This is an optimization exercise on Yosys and OpenROAD, whose aim is small area, not a production implementation. Function was checked by simulation only, so behaviour that the tests miss may differ from the original. Power and IR drop assume default switching activity.

==> design.v <==
module final_project_6(
	input CLOCK_50,
	input RESET_N,           
	input [2:0] BUTTON,
	input [9:0] SW,
	output [0:6]	HEX0,HEX1,HEX2,HEX3,
	output VGA_HS,		 
	output VGA_VS,		 
	output VGA_BLANK,		 
	output VGA_SYNC,		 
	output [3:0] VGA_R,  	 
	output [3:0] VGA_G,		 
	output [3:0] VGA_B   	 
);
	wire [3:0]	mVGA_R;
	wire [3:0]	mVGA_G;
	wire [3:0]	mVGA_B;
	wire [9:0]	mCoord_X;
	wire [9:0]	mCoord_Y;
	wire [3:0] r, g, b;
	game game(BUTTON[1], BUTTON[0], BUTTON[2], CLOCK_50, RESET_N, mCoord_X, mCoord_Y, r, g, b, HEX0, HEX1, HEX2, HEX3);
	assign mVGA_R = r;
	assign mVGA_G = g;
	assign mVGA_B = b;
	vga u1(
	   .iCLK(CLOCK_50),
	   .iRST_N(RESET_N&SW[9]),
	   .iRed(mVGA_R),
	   .iGreen(mVGA_G),
	   .iBlue(mVGA_B),
	   .px(mCoord_X),
	   .py(mCoord_Y),
	   .VGA_R(VGA_R),
	   .VGA_G(VGA_G),
	   .VGA_B(VGA_B),
	   .VGA_H_SYNC(VGA_HS),
	   .VGA_V_SYNC(VGA_VS),
	   .VGA_SYNC(VGA_SYNC),
	   .VGA_BLANK(VGA_BLANK)
	);
endmodule
module game(input jump, input jump2, input reset, input clk, input rst_n, input [9:0] x, input [9:0] y,
	output [3:0] red, output [3:0] green, output [3:0] blue, 
	output [0:6] HEX0, output [0:6] HEX1, output [0:6] HEX2, output [0:6] HEX3);
	reg [2:0] idx;
	localparam [25:0] PIPE_DIV = 26'd500;
	localparam [25:0] BIRD_DIV = 26'd3000;
	reg [25:0] pipe1;
	reg [25:0] pipe2;
	reg [25:0] pipe3;
	reg [25:0] bird1;
	reg [25:0] bird2;
	reg pipe1_clk;
	reg pipe2_clk;
	reg pipe3_clk;
	reg hit;
	reg hit2;
	reg check1;
	reg check2;
	reg check3;
	reg check11;
	reg check22;
	reg check33;
	wire [9:0] pipe1_height_temp;
	wire [9:0] pipe2_height_temp;
	wire [9:0] pipe3_height_temp;
	integer pipe1_height;
	integer pipe2_height;
	integer pipe3_height;
	integer pipe1_x_left;
	integer pipe1_x_right;
	integer pipe2_x_left;
	integer pipe2_x_right;
	integer pipe3_x_left;
	integer pipe3_x_right;
	integer bird_x;
	integer bird_y;
	integer bird2_x;
	integer bird2_y;
	integer score1;
	integer score2;
	reg [3:0] scoreFirst;
	reg [3:0] scoreSecond;
	reg [3:0] scoreFirst2;
	reg [3:0] scoreSecond2;
	always @(posedge clk)
	if (!rst_n)
	begin
		pipe1 = 0;
		pipe1_clk <= 1;
		pipe1_x_left <= 120;
		pipe1_x_right <= 200;
	end
	else
	begin
		pipe1 = pipe1 + 1;
		if (pipe1 == PIPE_DIV)
		begin
			pipe1 = 0;
			if (pipe1_x_left <= 0) 
			begin 
				pipe1_clk <= 1;
				pipe1_x_left <= 800;
			end
			else if (pipe1_x_right <= 0) 
			begin
				pipe1_clk <= 0;
				pipe1_x_right <= 800;
			end
			else 
			begin
				pipe1_clk <= 0;
				pipe1_x_left <= pipe1_x_left - 1;
				pipe1_x_right <= pipe1_x_right - 1; 
			end
		end 
	end
	random1 cpipe1 (clk, rst_n, pipe1_clk, pipe1_height_temp);
	always @(posedge clk)
	if (!rst_n)
	begin
		pipe2 = 0;
		pipe2_clk <= 1;
		pipe2_x_left <= 360;
		pipe2_x_right <= 440;
	end
	else
	begin
		pipe2 = pipe2 + 1;
		if (pipe2 == PIPE_DIV)
		begin
			pipe2 = 0;
			if (pipe2_x_left <= 0) 
			begin 
				pipe2_x_left <= 800;
				pipe2_clk <= 1; 
			end
			else if (pipe2_x_right <= 0) 
			begin
				pipe2_x_right <= 800;
				pipe2_clk <= 0; 
			end
			else 
			begin
				pipe2_x_left <= pipe2_x_left - 1;
				pipe2_x_right <= pipe2_x_right - 1; 
				pipe2_clk <= 0; 
			end
		end 
	end
	random2 cpipe2 (clk, rst_n, pipe2_clk, pipe2_height_temp);
	always @(posedge clk)
	if (!rst_n)
	begin
		pipe3 = 0;
		pipe3_clk <= 1;
		pipe3_x_left <= 600;
		pipe3_x_right <= 680;
	end
	else
	begin
		pipe3 = pipe3 + 1;
		if (pipe3 == PIPE_DIV)
		begin
			pipe3 = 0;
			if (pipe3_x_left <= 0) 
			begin
				pipe3_x_left <= 800;
				pipe3_clk <= 1; 
			end
			else if (pipe3_x_right <= 0) 		
			begin
				pipe3_x_right <= 800;
				pipe3_clk <= 0; 
			end
			else
			begin
				pipe3_x_left <= pipe3_x_left - 1;
				pipe3_x_right <= pipe3_x_right - 1; 
				pipe3_clk <= 0; 
			end
		end 
	end
	random3 cpipe3 (clk, rst_n, pipe3_clk, pipe3_height_temp);
	always @*
	begin
		pipe1_height = pipe1_height_temp;
		pipe2_height = pipe2_height_temp;
		pipe3_height = pipe3_height_temp; 
	end
	always @(posedge clk)
	if (!rst_n)
	begin
		bird1 = 0;
		bird_x = 305;
		bird_y = 250;
		hit <= 0;
		check1 = 0;
		check2 = 0;
		check3 = 0;
		score1 = 0;
		scoreFirst <= 0;
		scoreSecond <= 0;
	end
	else
	begin
		bird1 = bird1 + 1;
		if (bird1 == BIRD_DIV)
		begin
			bird1 = 0;
			if (!jump && !hit)  
				bird_y = bird_y - 10;
			else if (!reset) 
			begin
				bird_y = 250;
				hit <= 0;
				scoreFirst <= 0; 
				scoreSecond <= 0;
				score1 = 0;
				bird_x = 305; 
			end
			else if (bird_y <= 0)
			begin
				bird_y = 250;
				hit <= 1; 
			end
			else if (bird_y >= 540) 
			begin
				bird_y = 540;
				hit <= 1; 
			end
			else if (pipe1_x_left <= bird_x && pipe1_x_right + 30 >= bird_x && pipe1_height <= bird_y) 
			begin
				bird_y = bird_y;
				bird_x = pipe1_x_left -30;
				hit <= 1; 
			end
			else if (pipe1_x_left <= bird_x && pipe1_x_right + 30 >= bird_x && pipe1_height - 90 >= bird_y )
			begin
				bird_y = bird_y;
				bird_x = pipe1_x_left -30;
				hit <= 1; 
			end
			else if (pipe2_x_left <= bird_x && pipe2_x_right + 30 >= bird_x && pipe2_height <= bird_y)
			begin
				bird_y = bird_y;
				bird_x = pipe2_x_left -30;
				hit <= 1; 
			end
			else if (pipe2_x_left <= bird_x && pipe2_x_right + 30 >= bird_x && pipe2_height - 90 >= bird_y)
			begin
				bird_y = bird_y;
				bird_x = pipe2_x_left -30;
				hit <= 1; 
			end
			else if (pipe3_x_left <= bird_x && pipe3_x_right + 30 >= bird_x && pipe3_height <= bird_y)
			begin
				bird_y = bird_y;
				bird_x = pipe3_x_left -30;
				hit <= 1; 
			end
			else if (pipe3_x_left <= bird_x && pipe3_x_right + 30 >= bird_x && pipe3_height - 90 >= bird_y)
			begin
				bird_y = bird_y;
				bird_x = pipe3_x_left -30;
				hit <= 1; 
			end
			else
				bird_y = bird_y + 10;
			if (pipe1_x_right > 5)
			begin
				if (!hit && pipe1_x_left-10 <= bird_x && pipe1_x_right-10 >= bird_x + 30 && bird_y >= pipe1_height - 120 && bird_y <= pipe1_height && !check1) 
				begin
					check1 = 1;
					score1 = score1 + 1;
					scoreFirst <= scoreFirst + 1'b1;
				end
				if (scoreFirst == 4'b1010) 
				begin
					scoreSecond <= scoreSecond + 1'b1;
					scoreFirst <= 0; 
				end 
			end
			if (pipe1_x_right < 5)
				check1 = 0;
			if (pipe2_x_right > 5 )
			begin
				if (!hit && pipe2_x_left-10 <= bird_x && pipe2_x_right-10 >= bird_x + 30 && bird_y >= pipe2_height - 120 && bird_y <= pipe2_height && !check2) 
				begin
					check2 = 1;
					score1 = score1 + 1;
					scoreFirst <= scoreFirst + 1'b1;
				end
				if (scoreFirst == 4'b1010) 
				begin
					scoreSecond <= scoreSecond + 1'b1;
					scoreFirst <= 0; 
				end
			end
			if (pipe2_x_right < 5)
				check2 = 0;
			if (pipe3_x_right > 5)
			begin
				if (!hit && pipe3_x_left -10 <= bird_x && pipe3_x_right-10 >= bird_x + 30 && bird_y >= pipe3_height - 120 && bird_y <= pipe3_height && !check3) 
				begin
					check3 = 1;
					score1 = score1 + 1;
					scoreFirst <= scoreFirst + 1'b1;
					if (scoreFirst == 4'b1010)
					begin
						scoreSecond <= scoreSecond + 1'b1;
						scoreFirst <= 0; 
					end 
				end
			end
			if (pipe3_x_right < 5)
				check3 = 0;
		end
	end	
	always @(posedge clk)
	if (!rst_n)
	begin
		bird2 = 0;
		bird2_x = 305;
		bird2_y = 250;
		hit2 <= 0;
		check11 = 0;
		check22 = 0;
		check33 = 0;
		score2 = 0;
		scoreFirst2 <= 0;
		scoreSecond2 <= 0;
	end
	else
	begin
		bird2 = bird2 + 1;
		if (bird2 == BIRD_DIV)
		begin
			bird2 = 0;
			if (!jump2 && !hit2)  
				bird2_y = bird2_y - 10;
			else if (!reset) 
			begin
				bird2_y = 250;
				hit2 <= 0;
				scoreFirst2 <= 0; 
				scoreSecond2 <= 0;
				bird2_x = 305; 
				score2 = 0;
			end
			else if (bird2_y <= 0)
			begin
				bird2_y = 250;
				hit2 <= 1; 
			end
			else if (bird2_y >= 540) 
			begin
				bird2_y = 540;
				hit2 <= 1; 
			end
			else if (pipe1_x_left <= bird2_x && pipe1_x_right + 30 >= bird2_x && pipe1_height <= bird2_y) 
			begin
				bird2_y = bird2_y;
				bird2_x = pipe1_x_left -30;
				hit2 <= 1; 
			end
			else if (pipe1_x_left <= bird2_x && pipe1_x_right + 30 >= bird2_x && pipe1_height - 90 >= bird2_y )
			begin
				bird2_y = bird2_y;
				bird2_x = pipe1_x_left -30;
				hit2 <= 1; 
			end
			else if (pipe2_x_left <= bird2_x && pipe2_x_right + 30 >= bird2_x && pipe2_height <= bird2_y)
			begin
				bird2_y = bird2_y;
				bird2_x = pipe2_x_left -30;
				hit2 <= 1; 
			end
			else if (pipe2_x_left <= bird2_x && pipe2_x_right + 30 >= bird2_x && pipe2_height - 90 >= bird2_y)
			begin
				bird2_y = bird2_y;
				bird2_x = pipe2_x_left -30;
				hit2 <= 1; 
			end
			else if (pipe3_x_left <= bird2_x && pipe3_x_right + 30 >= bird2_x && pipe3_height <= bird2_y)
			begin
				bird2_y = bird2_y;
				bird2_x = pipe3_x_left -30;
				hit2 <= 1; 
			end
			else if (pipe3_x_left <= bird2_x && pipe3_x_right + 30 >= bird2_x && pipe3_height - 90 >= bird2_y)
			begin
				bird2_y = bird2_y;
				bird2_x = pipe3_x_left -30;
				hit2 <= 1; 
			end
			else
				bird2_y = bird2_y + 10;
			if (pipe1_x_right > 5)
			begin
				if (!hit2 && pipe1_x_left-10 <= bird2_x && pipe1_x_right-10 >= bird2_x + 30 && bird2_y >= pipe1_height - 120 && bird2_y <= pipe1_height && !check11) 
				begin
					check11 = 1;
					score2 = score2 + 1;
					scoreFirst2 <= scoreFirst2 + 1'b1;
				end
				if (scoreFirst2 == 4'b1010) 
				begin
					scoreSecond2 <= scoreSecond2 + 1'b1;
					scoreFirst2 <= 0; 
				end 
			end
			if (pipe1_x_right < 5)
				check11 = 0;
			if (pipe2_x_right > 5 )
			begin
				if (!hit2 && pipe2_x_left-10 <= bird2_x && pipe2_x_right-10 >= bird2_x + 30 && bird2_y >= pipe2_height - 120 && bird2_y <= pipe2_height && !check22) 
				begin
					check22 = 1;
					score2 = score2 + 1;
					scoreFirst2 <= scoreFirst2 + 1'b1;
				end
				if (scoreFirst2 == 4'b1010) 
				begin
					scoreSecond2 <= scoreSecond2 + 1'b1;
					scoreFirst2 <= 0; 
				end
			end
			if (pipe2_x_right < 5)
				check22 = 0;
			if (pipe3_x_right > 5)
			begin
				if (!hit2 && pipe3_x_left -10 <= bird2_x && pipe3_x_right-10 >= bird2_x + 30 && bird2_y >= pipe3_height - 120 && bird2_y <= pipe3_height && !check33) 
				begin
					check33 = 1;
					score2 = score2 + 1;
					scoreFirst2 <= scoreFirst2 + 1'b1;
					if (scoreFirst2 == 4'b1010)
					begin
						scoreSecond2 <= scoreSecond2 + 1'b1;
						scoreFirst2 <= 0; 
					end 
				end
			end
			if (pipe3_x_right < 5)
				check33 = 0;
		end
	end		
	always @*
	begin
		idx = 3'd0;
		if (x >= 0 && x <= 800 && y >= 0 & y <= 540)  
			idx = 3'd6;
		if (x >= 0 && x <= 800 && y >= 540 && y <= 600)  
			idx = 3'd7; 
		else if (x >= bird_x && x <= bird_x + 30 && y >= bird_y -30 && y <= bird_y ) 
			idx = 3'd3; 
		else if (x >= bird2_x && x <= bird2_x + 30 && y >= bird2_y -30 && y <= bird2_y ) 
			idx = 3'd5;  
		else if (x >= pipe1_x_left && x <= pipe1_x_right && y >= pipe1_height && y <= 540) 
			idx = 3'd2;
		else if (x >= pipe1_x_left && x <= pipe1_x_right && y <= pipe1_height - 120 && y >= 0) 
			idx = 3'd2;
		else if (x >= pipe2_x_left && x <= pipe2_x_right && y >= pipe2_height && y <= 540) 
			idx = 3'd2;
		else if (x >= pipe2_x_left && x <= pipe2_x_right && y <= pipe2_height - 120 && y >= 0) 
			idx = 3'd2;
		else if (x >= pipe3_x_left && x <= pipe3_x_right && y >= pipe3_height && y <= 540) 
			idx = 3'd2; 
		else if (x >= pipe3_x_left && x <= pipe3_x_right && y <= pipe3_height - 120 && y >= 0) 
			idx = 3'd2;
		if (hit && hit2) 
		begin 
			if (x >= 30 && x <= 770 && y >= 50 && y <= 570) 
				idx = 3'd0;
			if (x >= 130 && x <=510 && y <= 400 && y >= 100) 
			begin
				idx = 3'd7; 
				if (x >= 130 && x <= 170 && y <= 350 && y >= 100) idx = 3'd0;
				if (x >= 240 && x <= 410 && y >= 200 && y <= 250) idx = 3'd0;
				if (x >= 290 && x <= 337 && y >= 150 && y <= 350) idx = 3'd0;
				if (x >= 460 && x <= 560 && y <= 350 && y >= 100) idx = 3'd0; 
			end
			if(score1 > score2)
			begin
				if (x >= 560 && x <= 620 && y <= 350 && y >= 100)
					idx = 3'd7; 
			end	
			else if(score1 < score2)
			begin
				if (x >= 560 && x <= 620 && y <= 350 && y >= 100)
					idx = 3'd7; 
				if (x >= 660 && x <= 720 && y <= 350 && y >= 100)
					idx = 3'd7; 
			end
			else
			begin
				if (x >= 560 && x <= 720 && y <= 220 && y >= 180)
					idx = 3'd7; 		
				if (x >= 560 && x <= 720 && y <= 290 && y >= 250)
					idx = 3'd7; 		
			end
		end
	end
	assign red = (idx[0]? 4'b1111: 4'b000);
	assign green = (idx[1]? 4'b1111: 4'b0000);
	assign blue = (idx[2]? 4'b1111: 4'b0000);
	BCD DisplayScoreFirst(scoreFirst, HEX2);
	BCD DisplayScoreSecond(scoreSecond, HEX3);
	BCD DisplayScoreFirst2(scoreFirst2, HEX0);
	BCD DisplayScoreSecond2(scoreSecond2, HEX1);
endmodule
module random1(clk, rst_n, clk1, height);
	input clk;
	input rst_n;
	input clk1;
	output reg [9:0] height;
	reg [0:3] fib;
	reg clk_d;
	always @ ( posedge clk )
	begin
	clk_d <= clk1;
	if (!rst_n)
	begin
	fib <= 4'b1111;
	clk_d <= 1'b1;
	end
	else if (clk1 && !clk_d)
	fib <= {fib[3]^fib[2], fib[0:2]};
	end
	always @* begin
    case (fib)
		0 : height = 10'b0100101100;
		1 : height = 10'b0011011100;
		2 : height = 10'b0010101010;
		3 : height = 10'b0100100010;
		4 : height = 10'b0011111010;
		5 : height = 10'b0010110100;
		6 : height = 10'b0110000110;
		7 : height = 10'b0101010100;
		8 : height = 10'b0100110001;
		9 : height = 10'b0010010110;
		10 : height = 10'b0110010000;
		11 : height = 10'b0011011110;
		12 : height = 10'b0101001101;
		13 : height = 10'b0010100110;
		14 : height = 10'b0100010100;
		15 : height = 10'b0011000111;
	endcase
	end
endmodule
module random2(clk, rst_n, clk2, height);
	input clk;
	input rst_n;
	input clk2;
	output reg [9:0] height;
	reg [0:3] fib;
	reg clk_d;
	always @ ( posedge clk )
	begin
	clk_d <= clk2;
	if (!rst_n)
	begin
	fib <= 4'b1111;
	clk_d <= 1'b1;
	end
	else if (clk2 && !clk_d)
	fib <= {fib[3]^fib[2], fib[0:2]};
	end
	always @* begin
    case (fib)
		0 : height = 10'b0011000111;
		1 : height = 10'b0011011110;
		2 : height = 10'b0010101010;
		3 : height = 10'b0011111010;
		4 : height = 10'b0010010110;
		5 : height = 10'b0110010000;
		6 : height = 10'b0100110001;
		7 : height = 10'b0010100110;
		8 : height = 10'b0010110100;
		9 : height = 10'b0101010100;
		10 : height = 10'b0100100010;
		11 : height = 10'b0100101100;
		12 : height = 10'b0110000110;
		13 : height = 10'b0011011100;
		14 : height = 10'b0100010100;
		15 : height = 10'b0101001101;
    endcase
	end
endmodule
module random3(clk, rst_n, clk3, height);
	input clk;
	input rst_n;
	input clk3;
	output reg [9:0] height;
	reg [0:3] fib;
	reg clk_d;
	always @ ( posedge clk )
	begin
	clk_d <= clk3;
	if (!rst_n)
	begin
	fib <= 4'b1111;
	clk_d <= 1'b1;
	end
	else if (clk3 && !clk_d)
	fib <= {fib[3]^fib[2], fib[0:2]};
	end
	always @* begin
    case (fib)
		0 : height = 10'b0010111111;
		1 : height = 10'b0110010000;
		2 : height = 10'b0100010001;
		3 : height = 10'b0011110100;
		4 : height = 10'b0110000110;
		5 : height = 10'b0101000000;
		6 : height = 10'b0010110010;
		7 : height = 10'b0010100110;
		8 : height = 10'b0010110100;
		9 : height = 10'b0011001000;
		10 : height = 10'b0100100010;
		11 : height = 10'b0110000110;
		12 : height = 10'b0011011110;
		13 : height = 10'b0100100100;
		14 : height = 10'b0100110111;
		15 : height = 10'b0101010100;
    endcase
	end
endmodule
module BCD(temp, Display);
	input [3:0] temp;
	output [0:6] Display;
	assign Display [0:6] = (temp[3:0] == 4'b0000) ? 7'b0000001:  
							(temp[3:0] == 4'b0001) ? 7'b1001111:  
							(temp[3:0] == 4'b0010) ? 7'b0010010:  
							(temp[3:0] == 4'b0011) ? 7'b0000110:  
							(temp[3:0] == 4'b0100) ? 7'b1001100:  
							(temp[3:0] == 4'b0101) ? 7'b0100100:  
							(temp[3:0] == 4'b0110) ? 7'b0100000:  
							(temp[3:0] == 4'b0111) ? 7'b0001111:  
							(temp[3:0] == 4'b1000) ? 7'b0000000: 7'b0000100;  
endmodule
module vga(
   input iCLK,  
   input iRST_N,  
   input [3:0] iRed,
   input [3:0] iGreen,
   input [3:0] iBlue,
   output [9:0] px,
   output [9:0] py,
   output  [3:0] VGA_R,
   output  [3:0] VGA_G,
   output  [3:0] VGA_B,
   output reg VGA_H_SYNC,
   output reg VGA_V_SYNC,
   output VGA_SYNC,
   output VGA_BLANK
);
assign	VGA_BLANK	=	VGA_H_SYNC & VGA_V_SYNC;
assign	VGA_SYNC	=	1'b0;
reg [9:0] h_count, v_count;
assign px = h_count;
assign py = v_count;
parameter H_SYNC_TOTAL = 1040;
parameter H_PIXELS =     800;
parameter H_SYNC_START = 0;
parameter H_SYNC_WIDTH =  128;
always@(posedge iCLK)
begin
	if(!iRST_N)
	begin
		h_count <= 10'h000;
		VGA_H_SYNC <= 1'b0;
	end
	else
	begin
		if (h_count < H_SYNC_TOTAL-1) 
			h_count <= h_count + 1'b1;
		else 
			h_count <= 10'h0000;
		if (h_count >= H_SYNC_START && h_count < H_SYNC_START+H_SYNC_WIDTH) 
			VGA_H_SYNC <= 1'b0;
		else
			VGA_H_SYNC <= 1'b1;
	end
end
parameter V_SYNC_TOTAL = 666;
parameter V_PIXELS     = 600;
parameter V_SYNC_START = 0;
parameter V_SYNC_WIDTH =   4;
parameter H_START = 0;
always @(posedge iCLK)
begin
	if (!iRST_N)
	begin
		v_count <= 10'h0000;
		VGA_V_SYNC <= 1'b0;
	end
	else if (h_count == H_START)
	begin
		if (v_count < V_SYNC_TOTAL-1) 
			v_count <= v_count + 1'b1;
		else 
			v_count <= 10'h0000;
		if (v_count >= V_SYNC_START && v_count < V_SYNC_START+V_SYNC_WIDTH) 
			VGA_V_SYNC <= 1'b0;
		else 
			VGA_V_SYNC <= 1'b1;
	end
end
	wire video_h_on = (h_count<H_PIXELS);
	wire video_v_on = (v_count<V_PIXELS);
	wire video_on = video_h_on & video_v_on;
	assign VGA_R = (video_on? iRed: 4'b0000);
	assign VGA_G = (video_on? iGreen: 4'b0000);
	assign VGA_B = (video_on? iBlue: 4'b0000);
endmodule
==> run.sh <==
#!/bin/bash
# synth_recipe.tcl (not shown) runs the flow's synth.tcl, then flattens the netlist and writes it again
# the make line also repeats each setting of config.mk as NAME=value (left out here)
make -C /OpenROAD-flow-scripts/flow DESIGN_CONFIG=/design/flow/config.mk WORK_HOME=/design/flow/orfs CLKGATE_MAP_FILE= SYNTH_SCRIPT=/design/flow/synth_recipe.tcl finish
==> config.mk <==
export PLATFORM = sky130hd
export DESIGN_NAME = final_project_6
export DESIGN_NICKNAME = final_project_6
export VERILOG_FILES = /design/flow/design.v
export SDC_FILE = /design/flow/constraint.sdc
export NUM_CORES = 4
export LEC_CHECK = 0
export CAP_MARGIN = 20
export CORE_MARGIN = 2
export CORE_UTILIZATION = 40
export SLEW_MARGIN = 20
==> constraint.sdc <==
create_clock -name core_clock -period 20.0 [get_ports {CLOCK_50}]
set_input_delay 4.0000 -clock core_clock [delete_from_list [all_inputs] [get_ports {CLOCK_50}]]
set_output_delay 4.0000 -clock core_clock [all_outputs]
set_load 0.01 [all_outputs]
==> run summary <==
==> state kept, by name (all words and copies together), names as in the netlist, 26 cells and up <==
name / cells
game.score1: 32
game.bird2: 26
game.pipe2_x_right: 32
game.pipe2_x_left: 32
game.pipe1: 26
game.bird_y: 32
game.pipe3_x_left: 32
game.bird2_x: 32
game.pipe3_x_right: 32
game.pipe2: 26
game.pipe1_x_right: 32
game.bird_x: 32
game.bird1: 26
game.pipe1_x_left: 32
game.score2: 32
game.bird2_y: 32
game.pipe3: 26
==> per-layer routing <==
layer  vias to the layer above  global-route usage, %  routed length, um
li1                      40200                      -                  -
met1                     41600                   45.5             158000
met2                      4321                   53.2             161000
met3                      1002                   7.23              37700
met4                        12                   19.5              24600
met5                         -                      0                 75
==> critical path: cells and delay by family, from the launching register on <==
family	cells	cell delay, ns
and+or+nand+nor	29	9.10
xor gates and xnor gates	5	1.69
AOI/OAI and AO/OA	8	3.19
buffers and inverters	6	1.62
DFF	1	0.37
adders and majority gates	4	1.07
==> cell usage in the layout (no fill, tap or decap), drive strengths merged, types with 37 or more instances in the layout <==
master	count
and3	122
or4	62
nor4	209
a21o	263
dfxtp	605
nand2	1064
nand4	392
buf	214
inv	436
nand2b	186
nor2	1033
o22ai	38
o211ai	158
nor3	350
xnor2	655
ha	1538
o31ai	52
clkbuf	122
or3	150
or2	37
o21a	99
clkdlybuf4s50	47
and4	46
xor2	282
a21oi	799
nand3	414
a31oi	100
nor2b	187
a211oi	98
o21ai	563
and2	71
mux2i	41
==> power by group <==
group,leakage [nW],internal (mW),switching (mW)
combinational,31.5,0.0572,0.144
sequential,4.88,1.21,0.00409
clock,1.44,0.950,0.717
total,37.8,2.22,0.865
==> logic make-up after synthesis <==
logic type / share of synthesized area (%)
compound gates: 19.7
xor+xnor: 10.0
fa+ha+maj: 23.3
buf+inv: 4.54
flops: 14.7
mux: 0.756
other cells: 0.00454
simple gates: 27.0
==> final cells by class <==
cell class                      count  area [sq um]  share of cell area, %
Clock inverter                     35           475                  0.534
Tap cell                         2688          3360                   3.77
Timing Repair Buffer              262          2100                   2.36
Inverter                          437          1650                   1.85
Antenna cell                        9          22.5                 0.0253
Clock buffer                      121          2480                   2.79
Multi-Input combinational cell   9523         66900                   75.1
Sequential cell                   605         12100                   13.6
==> path summary, 6_finish.rpt <==
kind / from / end / slack, ns / depth (start not counted)
worst min register to register: game.pipe2[0]$_SDFF_PP0_ / game.pipe2[0]$_SDFF_PP0_ / 0.45 / 1
worst max register to register: game.pipe1_x_right[1]$_SDFFE_PN0P_ / game.score2[29]$_SDFFE_PN0P_ / 2.67 / 52
worst min-delay path: game.pipe2[0]$_SDFF_PP0_ / game.pipe2[0]$_SDFF_PP0_ / 0.45 / 1
worst max-delay path: game.pipe1_x_right[1]$_SDFFE_PN0P_ / game.score2[29]$_SDFFE_PN0P_ / 2.67 / 52
==> per-stage QoR <==
step / area, sq um / instances / setup WS [ns]
finish: 89100 / 13700 / 2.67
global route: 89100 / 13700 / 2.36
CTS: 89000 / 13700 / 3.31
detailed placement: 86100 / 13500 / 3.42
global placement: 86100 / 13500 / 3.57
floorplan: 82600 / 11100 / 6.66
==> flow_metrics.py <==
metrics = {
    "timing": {
        "setup_violations": 0,
        "hold_ws_ns": 0.452,
        "finalSetupTns_ns": 0,
        "finalHoldViolCount": 0,
        "finClkSkew_ns": 0.0491,
        "max_freq_mhz": 57.7,
        "drv_slew": 0,
        "fin_crit_sh_pct": 86.6,
        "tightest_slew_ns": 1.29,
        "post-route-min-period_ns": 17.33,
        "relSlewSlack_pct": 14.1,
        "rsz0062_at_grt": "no",
    },
    "synth": {
        "synth_area_sq_mm": 0.0826,
        "async_flop_share_pct": 0,
        "synth.top_cell.area_share_pct": 23.3,
        "ys_seq_area_share_pct": 14.7,
        "netlist_top_cells_area": "ha_1, dfxtp_1, xnor2_1, nand2_1, a21oi_1",
        "syn_nets": 12600,
        "yosys.area.top_type": "ha_1",
        "synth.most_common_cell": "ha_1",
        "synthFlopType": "dfxtp_1",
        "syn_area_per_cell_sq_um": 7.45,
        "synth-edff-count": 0,
        "ys_ff_latch": 605,
        "synthDistinctLibCells": 127,
        "synth_cells": 11100,
        "synth_common_cells": "ha_1, nand2_1, nor2_1, a21oi_1, xnor2_1",
        "yosys_warnings": 5,
    },
    "cells_and_area": {
        "area_growth_pct": 7.93,
        "fin_nets": 12500,
        "final_core_util_pct": 43.5,
        "num-fill-cells": 20800,
        "drive_gt1_share_pct": 5.20,
    },
    "clock_tree": {
        "clk_pin_slew_worst_paths_ns": 0.06,
        "clockBufferDepth": 3,
        "ctsHoldBuffers": 0,
        "cts_resized": 0,
        "clock_latency_ns": 0.79,
        "cts_buffers": 84,
        "cts_tree": "built",
        "post_cts_buffers": 0,
        "cts_sinks": 605,
        "cts_root_buf": "clkbuf_16",
        "htreeDepth": 3,
    },
    "floorplanning": {
        "die_w_um": 458,
        "rows": 166,
        "initial_core_util_pct": 40.3,
        "dieArea_sq_mm": 0.210,
        "boundaryPins": 59,
        "coreArea_sq_mm": 0.205,
        "fp.dieH_um": 458,
    },
    "placement": {
        "globalplace.congestion": 1.09,
        "portBuffers": 48,
        "dp_hpwl_um": 304000,
    },
    "worst_setup_path": {
        "crit_path_max_fanout": 29,
        "path_class": "reg2reg",
        "endpoint_kind": "flip-flop",
        "arrival_ns": 17.92,
        "crit_slowest_cell": "o221ai_1",
        "start_kind": "flip-flop",
        "cp_slowest_stage_delay_ns": 1.03,
        "crit_top_cell": "nand2_1",
        "worstPathRequired_ns": 20.60,
    },
    "power_and_ir_drop": {
        "powerDensity_mw_per_mm2": 34.6,
        "p_leak_nw": 37.8,
        "ir_worst_vdd_v": 0.0000643,
        "finalPower_mw": 3.08,
    },
    "global_routing": {
        "antenna_found_initial": 27,
        "overflow": 0,
        "track_usage_pct": 34.8,
        "grt_max_degree": 72,
        "grt_pass1_wl_um": 547000,
        "grt_pass1_vias": 81100,
    },
    "run": {
        "drv_cap": 0,
    },
    "drt": {
        "antenna_left": 0,
        "wl_um": 381000,
        "vias_per_cell": 6.37,
        "firstDrtPassIters": 8,
        "first_iter_violations": 9104,
        "wl_per_cell_um": 27.9,
        "drc": 0,
        "via_count": 87100,
    },
    "status": {
        "run_status": "complete, no violations",
    },
    "hold_path": {
        "hp-class": "reg2reg",
    },
}

## separate check: timing with driven ports
How much do the figures lean on ideal ports? The routed layout below was timed once more, with nothing changed but the port constraints. Step 1 (the two cells are an assumption about what drives the block):
set clk [get_ports {CLOCK_50}]
set_driving_cell -lib_cell sky130_fd_sc_hd__clkbuf_16 $clk
set_driving_cell -lib_cell sky130_fd_sc_hd__buf_2 [delete_from_list [all_inputs] $clk]
Step 2 also shifts input and output timing later by t, the mid clock arrival at the registers, as if the neighbouring blocks saw the same clock. Slacks: ideal / step 1 / step 2; pairs: ideal / step 1.
shift t [ns]: 0.857
setup WS [ns]: 2.673 / 2.673 / 2.673
hold slack, ns: 0.452 / 0.452 / 0.452
After both steps setup and hold are still met in this run. The setup slack of this run moves by 0.000 ns with the drivers and by 0.000 ns with both steps.
